Context: an optimization exercise on an open-source flow, tuned for small area. The choices shown serve that exercise and are no tape-out recipe.
RTL that was checked went through simulation tests only; none was proved equivalent to the original.
No activity file was given, so power comes from the tool's default toggle rates.

==> module ARM, before the edit <==
module ARM(input clk,rst,
           output [31:0] imem_addr,
           input [31:0] imem_rdata,
           output [31:0] dmem_addr,dmem_wdata,
           output dmem_we,
           input [31:0] dmem_rdata);
  reg [1:0] ph;
  reg init;                      
  reg second, st_pend;
  reg [31:2] pc;
  reg N,Z,C,V;
  reg cy, zacc;
  reg [31:0] line;
  reg [31:0] addr;
  wire last = (ph==2'd3);
  wire first = ~init & ~second;
  wire [31:0] ins = imem_rdata;
  wire [1:0] mode = ins[27:26];
  wire I = ins[25];
  wire [3:0] opc = ins[24:21];
  wire S = ins[20];
  wire [3:0] Rn = ins[19:16];
  wire [3:0] Rd = ins[15:12];
  wire [11:0] op12 = ins[11:0];
  wire exec;
  ConditionCheck condition_check(.condition(ins[31:28]), .SR({N,Z,C,V}),
        .condition_check_result(exec));
  reg dp_ok, dp_wb, dp_flags;
  always@(*) begin
    dp_ok=1'b1; dp_wb=1'b1; dp_flags=S;
    case(opc)
      4'b1101,4'b1111,4'b0100,4'b0101,4'b0010,4'b0110,4'b0000,4'b1100,4'b0001: ;
      4'b1010,4'b1000: begin dp_wb=1'b0; dp_flags=1'b1; end
      default: begin dp_ok=1'b0; dp_wb=1'b0; dp_flags=1'b0; end
    endcase
  end
  wire dp = (mode==2'b00) & dp_ok;
  wire ldst = (mode==2'b01) & (opc==4'b0100);
  wire ld = ldst & S;
  wire st = ldst & ~S;
  wire br = (mode==2'b10);
  wire two_round = exec & (dp | ldst);
  wire stageA = first & (dp | st);                          
  wire addr_round = (first & ld) | (second & st);           
  wire exe_round = second & dp;                              
  wire wb_round = second & ld;                               
  wire [3:0] ra = stageA ? (st ? Rd : op12[3:0]) : Rn;
  wire [7:0] rdat;
  wire [7:0] res;
  wire ld_take = wb_round & (ph==2'd0);
  wire [7:0] dslice = (ph==2'd0) ? dmem_rdata[7:0] : line[7:0];
  wire [7:0] wd = wb_round ? dslice : res;
  RegisterFile register_file(.clk(clk),
        .ph(ph), .init(init),
        .we((exe_round & dp_wb) | wb_round),
        .wa(Rd),
        .wd(wd),
        .ra(ra),
        .rd(rdat));
  wire [7:0] streamA = (dp & I) ? ((ph==2'd0) ? op12[7:0] : 8'd0) : rdat;
  wire [4:0] amount = I ? {op12[11:8],1'b0} : (op12[4] ? 5'd0 : op12[11:7]);
  wire [1:0] kind = I ? 2'b11 : op12[6:5];
  wire [7:0] op2;
  Shifter shifter(.L(line), .ph(ph), .amount(amount), .kind(kind), .out(op2));
  wire [7:0] imm12 = (ph==2'd0) ? op12[7:0] :
                     (ph==2'd1) ? {{4{op12[11]}},op12[11:8]} : {8{op12[11]}};
  wire [3:0] aop = addr_round ? 4'b0100 : opc;
  wire usec = ~addr_round & ((opc==4'b0101)|(opc==4'b0110));
  wire subop = ~addr_round & ((opc==4'b0010)|(opc==4'b0110)|(opc==4'b1010));
  wire cin = (ph==2'd0) ? (usec ? C : subop) : cy;
  wire cout;
  wire [7:0] bx;
  ALU alu(.a(rdat), .b(addr_round ? imm12 : op2), .op(aop), .cin(cin),
        .result(res), .cout(cout), .bx(bx));
  wire arith = (opc==4'b0100)|(opc==4'b0101)|(opc==4'b0010)|(opc==4'b0110)|(opc==4'b1010);
  wire znow = ((ph==2'd0) | zacc) & (res==8'd0);
  always@(posedge clk) begin
    cy <= cout;
    zacc <= znow;
    if(ld_take)
      line <= {dmem_rdata[7:0], dmem_rdata[31:8]};
    else
      line <= {stageA ? streamA : line[7:0], line[31:8]};
    addr <= {res, addr[31:8]};
  end
  wire lastrnd = ~init & (second | ~two_round);     
  wire pc_step = last & lastrnd;
  wire [29:0] boff = (br & exec) ? {{6{ins[23]}},ins[23:0]} : 30'd0;
  wire [29:0] bg = pc_step ? boff : 30'd0;
  reg c15;
  wire [30:0] pcc;
  wire [15:0] shc;
  wire [29:0] pc_next;
  genvar gi;
  generate
    for(gi=0;gi<30;gi=gi+1) begin : pc_add
      wire ci = (gi==0) ? pc_step : (gi==15) ? (pc_step & c15) : pcc[gi];
      assign pc_next[gi] = pc[gi+2] ^ bg[gi] ^ ci;
      assign pcc[gi+1] = (pc[gi+2] & bg[gi]) | (ci & (pc[gi+2] ^ bg[gi]));
    end
    for(gi=0;gi<15;gi=gi+1) begin : pc_carry
      wire ci = (gi==0) ? 1'b1 : shc[gi];
      assign shc[gi+1] = (pc[gi+2] & boff[gi]) | (ci & (pc[gi+2] | boff[gi]));
    end
  endgenerate
  always@(posedge clk)
    c15 <= shc[15];
  always@(posedge clk,posedge rst) begin
    if(rst) begin
      ph <= 2'd0;
      init <= 1'b1;
      second <= 1'b0;
      st_pend <= 1'b0;
      pc <= 30'd0;
      {N,Z,C,V} <= 4'd0;
    end
    else begin
      ph <= ph + 2'd1;
      pc <= pc_next;
      st_pend <= last & second & st;
      if(last) begin
        init <= 1'b0;
        second <= first & two_round;
        if(exe_round & dp_flags) begin
          N <= res[7];
          Z <= znow;
          if(arith) begin
            C <= cout ^ subop;
            V <= (rdat[7]==bx[7]) & (rdat[7]!=res[7]);
          end
        end
      end
    end
  end
  assign imem_addr = {pc,2'b00};
  assign dmem_addr = {addr[31:2],2'b00};
  assign dmem_wdata = line;
  assign dmem_we = st_pend;
endmodule
==> module RegisterFile, before the edit <==
module RegisterFile(input clk,
                    input [1:0] ph,
                    input init,
                    input we,
                    input [3:0] wa,
                    input [7:0] wd,
                    input [3:0] ra,
                    output reg [7:0] rd);
  wire [7:0] low [0:15];
  genvar i;
  generate
    for(i=0;i<15;i=i+1) begin : r
      reg [31:0] q;
      wire wen = init | (we && wa==i);
      wire [3:0] iv = i;
      wire [7:0] wdi = {wd[7:4] & {4{~init}},
                        init ? ({4{ph==2'd0}} & iv) : wd[3:0]};
      always@(posedge clk)
        q <= {wen ? wdi : q[7:0], q[31:8]};
      assign low[i] = q[7:0];
    end
  endgenerate
  assign low[15] = 8'd0;
  always@(*) rd = low[ra];
endmodule
==> flow/config.mk <==
export PLATFORM = sky130hd
export DESIGN_NAME = ARM
export DESIGN_NICKNAME = ARM
export VERILOG_FILES = /design/flow/design.v
export SDC_FILE = /design/flow/constraint.sdc
export NUM_CORES = 4
export LEC_CHECK = 0
export ABC_AREA = 1
export CAP_MARGIN = 20
export CORE_MARGIN = 2
export CORE_UTILIZATION = 60
export GPL_TIMING_DRIVEN = 0
export PLACE_DENSITY = 0.75
export SLEW_MARGIN = 20
==> flow/constraint.sdc <==
create_clock -name core_clock -period 12.0 [get_ports {clk}]
set_input_delay 2.4000 -clock core_clock [delete_from_list [all_inputs] [get_ports {clk}]]
set_output_delay 2.4000 -clock core_clock [all_outputs]
set_load 0.01 [all_outputs]
standard.sh (not shown) runs the stock make flow with config.mk's settings and CLKGATE_MAP_FILE= SYNTH_SCRIPT=/design/flow/synth_recipe.tcl, a recipe that flattens the netlist after the stock synthesis.
==> flow/flow/run.sh <==
#!/bin/bash
# Standard layout (the standard.sh, with its standard synthesis) with three changes:
#  - after floorplanning, OpenROAD's restructure re-maps the combinational logic for area
#    (flow/restructure.tcl); registers are not touched
#  - the input and output ports get sky130_fd_sc_hd__buf_1 port buffers
#  - clock tree: clkbuf_4 buffers, no dummy loads
set -euo pipefail
export BUFFER_PORTS_ARGS="-buffer_cell sky130_fd_sc_hd__buf_1"
export CTS_ARGS="-sink_clustering_enable -repair_clock_nets -sink_clustering_size 10 -sink_clustering_max_diameter 40 -buf_list sky130_fd_sc_hd__clkbuf_4 -dont_use_dummy_load"
bash standard.sh floorplan > standard_floorplan.log 2>&1
RES=orfs/results/$FLOW_PLATFORM/ARM/base
cp $RES/2_floorplan.odb restructure_in.odb
python3 flow/filter_lib.py $FLOW_HOME/platforms/$FLOW_PLATFORM/lib/sky130_fd_sc_hd__tt_025C_1v80.lib restructure_lib.lib 'sky130_fd_sc_hd__lpflow_*' 'sky130_fd_sc_hd__probe*' > filter_lib.log 2>&1
openroad -no_init -exit flow/restructure.tcl > restructure.log 2>&1
bash standard.sh finish > standard_finish.log 2>&1
Other scripts of this flow, unchanged in this note and not shown: flow/flow/filter_lib.py, flow/flow/restructure.tcl
==> next run, changes <==
--- a/flow/design.v
+++ b/flow/design.v
@@ -37,12 +37,13 @@
   reg [1:0] ph;
   reg init;                      
   reg second, st_pend;
   reg [31:2] pc;
   reg N,Z,C,V;
   reg cy, zacc;
+  reg pol;                       
   reg [31:0] line;
   reg [31:0] addr;
   wire last = (ph==2'd3);
   wire first = ~init & ~second;
   wire [31:0] ins = imem_rdata;
   wire [1:0] mode = ins[27:26];
@@ -67,24 +68,24 @@
   wire dp = (mode==2'b00) & dp_ok;
   wire ldst = (mode==2'b01) & (opc==4'b0100);
   wire ld = ldst & S;
   wire st = ldst & ~S;
   wire br = (mode==2'b10);
   wire two_round = exec & (dp | ldst);
-  wire stageA = first & (dp | st);                          
-  wire addr_round = (first & ld) | (second & st);           
+  wire stageA = first & exec & (dp | st);                   
+  wire addr_round = (first & exec & ld) | (second & st);    
   wire exe_round = second & dp;                              
   wire wb_round = second & ld;                               
   wire [3:0] ra = stageA ? (st ? Rd : op12[3:0]) : Rn;
   wire [7:0] rdat;
   wire [7:0] res;
   wire ld_take = wb_round & (ph==2'd0);
   wire [7:0] dslice = (ph==2'd0) ? dmem_rdata[7:0] : line[7:0];
   wire [7:0] wd = wb_round ? dslice : res;
   RegisterFile register_file(.clk(clk),
-        .ph(ph), .init(init),
+        .ph(ph), .pol(pol), .init(init),
         .we((exe_round & dp_wb) | wb_round),
         .wa(Rd),
         .wd(wd),
         .ra(ra),
         .rd(rdat));
   wire [7:0] streamA = (dp & I) ? ((ph==2'd0) ? op12[7:0] : 8'd0) : rdat;
@@ -135,20 +136,22 @@
   endgenerate
   always@(posedge clk)
     c15 <= shc[15];
   always@(posedge clk,posedge rst) begin
     if(rst) begin
       ph <= 2'd0;
+      pol <= 1'b0;
       init <= 1'b1;
       second <= 1'b0;
       st_pend <= 1'b0;
       pc <= 30'd0;
       {N,Z,C,V} <= 4'd0;
     end
     else begin
       ph <= ph + 2'd1;
+      pol <= pol ^ last;
       pc <= pc_next;
       st_pend <= last & second & st;
       if(last) begin
         init <= 1'b0;
         second <= first & two_round;
         if(exe_round & dp_flags) begin
@@ -191,34 +194,35 @@
       default: condition_check_result=1'b0;
     endcase
   end
 endmodule
 module RegisterFile(input clk,
                     input [1:0] ph,
+                    input pol,
                     input init,
                     input we,
                     input [3:0] wa,
                     input [7:0] wd,
                     input [3:0] ra,
-                    output reg [7:0] rd);
+                    output [7:0] rd);
   wire [7:0] low [0:15];
   genvar i;
   generate
     for(i=0;i<15;i=i+1) begin : r
       reg [31:0] q;
       wire wen = init | (we && wa==i);
       wire [3:0] iv = i;
       wire [7:0] wdi = {wd[7:4] & {4{~init}},
                         init ? ({4{ph==2'd0}} & iv) : wd[3:0]};
       always@(posedge clk)
-        q <= {wen ? wdi : q[7:0], q[31:8]};
+        q <= {wen ? (wdi ^ {8{~pol}}) : ~q[7:0], q[31:8]};
       assign low[i] = q[7:0];
     end
   endgenerate
-  assign low[15] = 8'd0;
-  always@(*) rd = low[ra];
+  assign low[15] = {8{pol}};
+  assign rd = low[ra] ^ {8{pol}};
 endmodule
 module Shifter(input [31:0] L,
                input [1:0] ph,
                input [4:0] amount,
                input [1:0] kind,           
                output [7:0] out);
The new run completed without violations.
Non-clock buffer count went up by 12.
Sequential share of layout area rises by 0.10 points.
Area after synthesis increases by 2.5%.
Design area hardly moves.
Utilization goes down by 1.8 points.
Register-to-register slack degrades by 0.95 ns.
Wire length hardly moves.
Setup slack degrades by 0.27 ns.
Final cell count goes down by about 4.5%.
Fmax fell by about 2.4%.
Combinational power went down by about 14%.
Power goes down by about 1.6%.
Sequential power came out higher by about 3%.
Die area rises by 2.4%.
The RTL of the second run of this note was laid out without a check of its function.

## re-timing with driven ports
How much do the figures lean on ideal ports? The routed layouts below were timed once more, with nothing changed but the port constraints. Step 1 sets driving cells, clkbuf_16 on the clock port and buf_2 on the other inputs (assumed; they add their load-dependent delay and slew). Step 2 moves the port delays by t, midway between the first and last clock arrival at a register: inputs arrive t later, outputs are due t later. That takes back most of the time a late clock gives input paths. Three values: no drivers, after step 1, after step 2; two values: the first two.
run | shift t [ns] | setup WS [ns] | worst setup path at the end | latest minus earliest clock arrival (ns) | pins driven straight from the clock port
the first run | 0.746 | 1.148 / 1.140 / 0.394 | input to register | 0.126 / 0.126 | 1
the second run | 0.716 | 0.883 / 0.897 / 0.182 | input to register | 0.085 / 0.085 | 1
After both steps every run listed still meets setup and hold. For the first run, which loses most, drivers alone change the setup slack by -0.008 ns; drivers and shift together by -0.754 ns.
